From an optimization exercise on the open Yosys and OpenROAD flow, aimed at small area; shortcuts taken in it are not production practice. At most, simulation tests tie the RTL to the original design; equivalence was not proved.

==> 08-12: inputs <==
## dct_1d
module dct_1d(
    input clk,
    input rst_n,
    input enable,
    input signed [9:0] x0, input signed [9:0] x1, input signed [9:0] x2, input signed [9:0] x3,
    input signed [9:0] x4, input signed [9:0] x5, input signed [9:0] x6, input signed [9:0] x7,
    output reg signed [10:0] y0, output reg signed [10:0] y1, output reg signed [10:0] y2, output reg signed [10:0] y3,
    output reg signed [10:0] y4, output reg signed [10:0] y5, output reg signed [10:0] y6, output reg signed [10:0] y7,
    output valid
);
Settings: LEC_CHECK=0, ABC_AREA=1, CAP_MARGIN=20, CORE_MARGIN=2, CORE_UTILIZATION=40, SLEW_MARGIN=20, SYNTH_HIERARCHICAL=1; clock period 6.0 ns.
run.sh (not shown) runs the stock make flow with config.mk's settings and CLKGATE_MAP_FILE= SYNTH_SCRIPT=/design/flow/synth_recipe.tcl, a recipe that flattens the netlist after the stock synthesis.
==> 04-08 (differences from 08-12) <==
Settings changed: CORE_UTILIZATION 40 to 65.
==> qor summary <==
Worst setup skew after layout: 08-12 0.02026 ns; 04-08 0.03154 ns
Final estimated routing congestion in global placement: 08-12 0.9647; 04-08 0.9943
Setup slack after placement: 08-12 -0.4609 ns; 04-08 -0.4808 ns
Result of the run: 08-12 timing/DRC/antenna clean; 04-08 timing/DRC/antenna clean
Die area: 08-12 84020 um2; 04-08 52100 um2
Setup WS post-layout: 08-12 0.1261 ns; 04-08 0.1245 ns
Hold slack: 08-12 0.4123 ns; 04-08 0.4164 ns
Endpoint of the most critical setup path: 08-12 y1[6]; 04-08 f0_r[10]
Final wirelength: 08-12 90890 um; 04-08 96950 um
Starting utilization of the core area: 08-12 40.52%; 04-08 65.56%
Non-clk bufs: 08-12 388; 04-08 422
Maximum clock frequency: 08-12 0.1702 GHz; 04-08 0.1702 GHz
Path length in cells of the critical path: 08-12 22; 04-08 16
Total met3 wirelength after detailed routing: 08-12 7129 um; 04-08 10970 um
Number of global-route vias before repair: 08-12 23130; 04-08 25240
Number of inserted filler cells in the final layout: 08-12 7311; 04-08 3317
Fraction of final layout cells with drive strength greater than 1: 08-12 11.57%; 04-08 12.50%
Final design instance area without fill: 08-12 38150 um2; 04-08 38010 um2
Number of standard cells in the layout, taps in and fillers out: 08-12 4266; 04-08 3912
Layout clock area frac: 08-12 1.509%; 04-08 1.537%
No functional check of the RTL was part of any run of this note.


==> inputs of v34 <==
Another version of the RTL of dct_1d (not shown whole).
export LEC_CHECK = 0
export ABC_AREA = 1
export CAP_MARGIN = 20
export CORE_MARGIN = 2
export CORE_UTILIZATION = 40
export GPL_ROUTABILITY_DRIVEN = 0
export PLACE_DENSITY = 0.8
export SLEW_MARGIN = 20
export SYNTH_HIERARCHICAL = 1
create_clock -name core_clock -period 6.0 [get_ports {clk}]
==> inputs of v11, as changes to v34 <==
Settings changed: GPL_ROUTABILITY_DRIVEN 0 to default, PLACE_DENSITY 0.8 to 0.7.
==> inputs of v23, as changes to v34 <==
Settings changed: GPL_ROUTABILITY_DRIVEN 0 to default, GPL_TIMING_DRIVEN from default to 0.
==> comparison <==
- In sequential cell count, v34 and v11 do not differ.
- Non-clock buffer count: v11 > v34 > v23.
- Critical path depth: v11 is lower than v34 (1).
- The lowest setup slack belongs to v23, the highest to v34.
- First-iteration DRC count: v34 > v23 > v11.
- Against v23, the clock skew of v11 is higher by 0.0026 ns.
- The lowest sequential share of layout area belongs to v11, the highest to v23.
- Synthesized cell count is the same in v23 and v34.


==> run a: inputs <==
Another version of the RTL of dct_1d (not shown whole).
==> module maj_cell, before the edit <==
module maj_cell(input a, input b, input c, output co);
assign co = (a & b) | (c & (a | b));
endmodule
==> flow/config.mk <==
export PLATFORM = sky130hd
export DESIGN_NAME = dct_1d
export DESIGN_NICKNAME = dct_1d
export VERILOG_FILES = /design/flow/design.v
export SDC_FILE = /design/flow/constraint.sdc
export NUM_CORES = 4
export LEC_CHECK = 0
export ABC_AREA = 1
export CAP_MARGIN = 20
export CORE_MARGIN = 2
export CORE_UTILIZATION = 40
export PLACE_DENSITY = 0.8
export SLEW_MARGIN = 20
export SYNTH_HIERARCHICAL = 1
==> flow/constraint.sdc <==
create_clock -name core_clock -period 6.0 [get_ports {clk}]
set_input_delay 1.2000 -clock core_clock [delete_from_list [all_inputs] [get_ports {clk}]]
set_output_delay 1.2000 -clock core_clock [all_outputs]
set_load 0.01 [all_outputs]
==> run b (differences from run a) <==
--- a/flow/design.v
+++ b/flow/design.v
@@ -2851,7 +2851,7 @@
 assign co = (a & b) | (a & c) | (b & c);
 endmodule
 module maj_cell(input a, input b, input c, output co);
-assign co = (a & b) | (c & (a | b));
+assign co = (a & b) | (a & c) | (b & c);
 endmodule
 module ha_cell(input a, input b, output s, output co);
 assign s = a ^ b;
CORE_UTILIZATION = 60   (was 40)
==> Flow_metrics.wiki <==
{| class="wikitable"
! Metric !! Value
|-
| Top layer in use || met5
|-
| Synth area leaders || sky130_fd_sc_hd__fa_1 (59%), sky130_fd_sc_hd__dfxtp_1 (11%), sky130_fd_sc_hd__ha_1 (9.3%)
|-
| Post-synthesis to final-layout area growth || 16.6%
|-
| Clock skew after layout || 11.0 ps
|-
| CP startpoint || d3_r[7]$_DFF_P_
|-
| Area after DPL || 36800 um^2
|-
| Ranking of synthesized cells by instance count || sky130_fd_sc_hd__fa_1 (945), sky130_fd_sc_hd__inv_1 (736), sky130_fd_sc_hd__nand2_1 (293)
|-
| Data arrival time of the critical path || 6280 ps
|-
| Number of setup buffers added after CTS || 0
|-
| Slew headroom || 27.8%
|-
| Result of the run || timing/DRC/antenna clean
|}
# the run above: run a

==> Flow_metrics.wiki <==
{| class="wikitable"
! Metric !! Value
|-
| Data arrival time of the critical path || 6230 ps
|-
| Top layer in use || met4
|-
| Detailed-route vias per instance || 5.49
|-
| Result of the run || timing/DRC/antenna clean
|-
| Weighted congestion reported at the end of routability-driven placement || 0.980
|-
| Clock skew after layout || 17.9 ps
|-
| Most common library cell in the layout ignoring fill and taps || sky130_fd_sc_hd__fa_1
|-
| Area after DPL || 36600 um^2
|-
| CP startpoint || d0_r[9]$_DFF_P_
|-
| Total met2 wirelength after detailed routing || 45800 um
|-
| Slew headroom || 48.6%
|-
| Stages on the worst setup path || 19
|-
| Number of setup buffers added after CTS || 2
|-
| Post-synthesis to final-layout area growth || 15.5%
|}
# the run above: run b

No functional check of the RTL was part of run a.


==> branch willow: inputs <==
dct_1d with an RTL version that a note above also has.
clock: 6.0 ns
lec_check: 0
abc_area: 0
cap_margin: 20
core_margin: 2
core_utilization: 40
place_density: 0.8
slew_margin: 20
synth_hierarchical: 1
==> branch juniper: changes against branch willow <==
--- a/flow/config.mk
+++ b/flow/config.mk
@@ -7,3 +7,3 @@
 export LEC_CHECK = 0
-export ABC_AREA = 0
+export ABC_AREA = 1
 export CAP_MARGIN = 20
@@ -11,3 +11,3 @@
 export CORE_UTILIZATION = 40
-export PLACE_DENSITY = 0.8
+export GPL_TIMING_DRIVEN = 0
 export SLEW_MARGIN = 20
==> Implementation_results.wiki <==
{| class="wikitable"
! Metric !! Value
|-
| Fin crit share || 105%
|-
| Final count of negative-setup-slack endpoints || 25
|-
| Fraction of standard cell area that is sequential || under 10%
|-
| Worst path setup slack after routing || -0.281 ns
|-
| Layout check faults || setup timing
|-
| Status || complete, but fails checks
|}
[end of results for branch willow]
==> Implementation_results.wiki <==
{| class="wikitable"
! Metric !! Value
|-
| Fraction of standard cell area that is sequential || around a tenth
|-
| Crit path max-delay cell type || sky130_fd_sc_hd__fa_2
|-
| Worst path setup slack after routing || approximately 0.065 ns
|-
| Status || complete, no violations
|-
| Fin crit share || between 90% and 100%
|-
| Final count of negative-setup-slack endpoints || 0
|}
[end of results for branch juniper]


==> job 7991 <==
dct_1d again, from the RTL that the note above started with.
clock: 6.0 ns
lec_check: 0
abc_area: 1
cap_margin: 0
core_margin: 2
core_utilization: 40
place_density: 0.8
slew_margin: 0
synth_hierarchical: 1
==> job 8634 (differences from job 7991) <==
--- a/flow/config.mk
+++ b/flow/config.mk
@@ -6,9 +6,8 @@
 export NUM_CORES = 4
 export LEC_CHECK = 0
 export ABC_AREA = 1
-export CAP_MARGIN = 0
+export CAP_MARGIN = 20
 export CORE_MARGIN = 2
 export CORE_UTILIZATION = 40
-export PLACE_DENSITY = 0.8
-export SLEW_MARGIN = 0
+export SLEW_MARGIN = 20
 export SYNTH_HIERARCHICAL = 1
==> job 1842 (differences from job 7991) <==
--- a/flow/config.mk
+++ b/flow/config.mk
@@ -6,9 +6,9 @@
 export NUM_CORES = 4
 export LEC_CHECK = 0
 export ABC_AREA = 1
-export CAP_MARGIN = 0
+export CAP_MARGIN = 20
 export CORE_MARGIN = 2
 export CORE_UTILIZATION = 40
-export PLACE_DENSITY = 0.8
-export SLEW_MARGIN = 0
+export PLACE_DENSITY = 0.9
+export SLEW_MARGIN = 20
 export SYNTH_HIERARCHICAL = 1
==> qor summary <==
|  | job 8634 | job 1842 | job 7991 |
|---|---|---|---|
| Maximum clock frequency | 172 MHz | 169 MHz | 172 MHz |
| Final antenna diode count | 0 | 2 | 3 |
| Max stage delay cell, worst path | fa_1 | fa_1 | xor2_1 |
| Endpoint of the most critical register-to-register path | y1[5]$_DFF_P_ | y1[5]$_DFF_P_ | y7[3]$_DFF_P_ |
| Post-CTS repair timing setup buffer count | 0 | 1 | 3 |
| Gr usage total | 0.235 | 0.240 | 0.236 |
| Largest net degree at the start of global routing | 17 | 19 | 19 |
| Final worst path period need | 5820 ps | 5910 ps | 5830 ps |
| Detailed-route via count | 21197 | 22166 | 21899 |
| Required time of the critical path | 6380 ps | 6390 ps | 6410 ps |
| Number of buffers and inverters on the critical path | 5 | 5 | 4 |
| Status | complete, no violations | complete, no violations | complete, no violations |
| Insertion delay of the later-clocked pin in the worst-skew pair | 510 ps | 500 ps | 520 ps |
| Cts repair resizes | 1 | 11 | 11 |
| Final wirelength | 91100 um | 94700 um | 92000 um |
| Layout filler cell count | 7529 | 6954 | 7153 |
| First element of the critical path | d1_r[1]$_DFF_P_ | d1_r[1]$_DFF_P_ | d2_r[4]$_DFF_P_ |
| Worst-case clock skew | 27.8 ps | 19.0 ps | 15.0 ps |
| Avg WL per Cell | 20.8 um | 21.6 um | 21.1 um |
| Clk cell area share | 0.0161 | 0.0149 | 0.0151 |
| Number of antenna violations at the first check in global routing | 1 | 8 | 5 |

## static timing again, ports no longer ideal
The results above use ideal ports. As a check the final layouts listed here were re-extracted and re-timed, cells and wires unchanged. Step 1: set_driving_cell puts a clkbuf_16 on clk and a buf_2 on each other input, an assumption about the parent block. Step 2 moves the port delays by t, midway between the first and last clock arrival at a register: inputs arrive t later, outputs are due t later. That takes back most of the time a late clock gives input paths. a / b / c = ideal / step 1 / step 2; a / b = the first two.
| run | shift t [ns] | setup slack, ns | cell pins on the clock port's net |
|---|---|---|---|
| 08-12 | 0.564 | 0.126 / 0.126 / -0.348 | 1 |
| 04-08 | 0.561 | 0.124 / 0.145 / -0.414 | 1 |
| v34 | 0.585 | 0.175 / 0.175 / -0.257 | 1 |
| v11 | 0.574 | 0.171 / 0.171 / -0.222 | 1 |
| v23 | 0.572 | 0.116 / 0.116 / -0.376 | 1 |
| run a | 0.564 | 0.125 / 0.125 / -0.206 | 1 |
| run b | 0.563 | 0.159 / 0.159 / -0.215 | 1 |
| branch willow | 0.574 | -0.281 / -0.281 / -0.281 | 1 |
| branch juniper | 0.571 | 0.065 / 0.065 / -0.350 | 1 |
| job 7991 | 0.575 | 0.170 / 0.170 / -0.271 | 1 |
| job 8634 | 0.565 | 0.180 / 0.180 / -0.239 | 1 |
| job 1842 | 0.561 | 0.091 / 0.091 / -0.249 | 1 |
With both steps, setup timing fails in 11 of these runs, where it was met with ideal ports. The setup slack of 04-08, which loses most, moves by +0.021 ns with the drivers and by -0.538 ns with both steps.
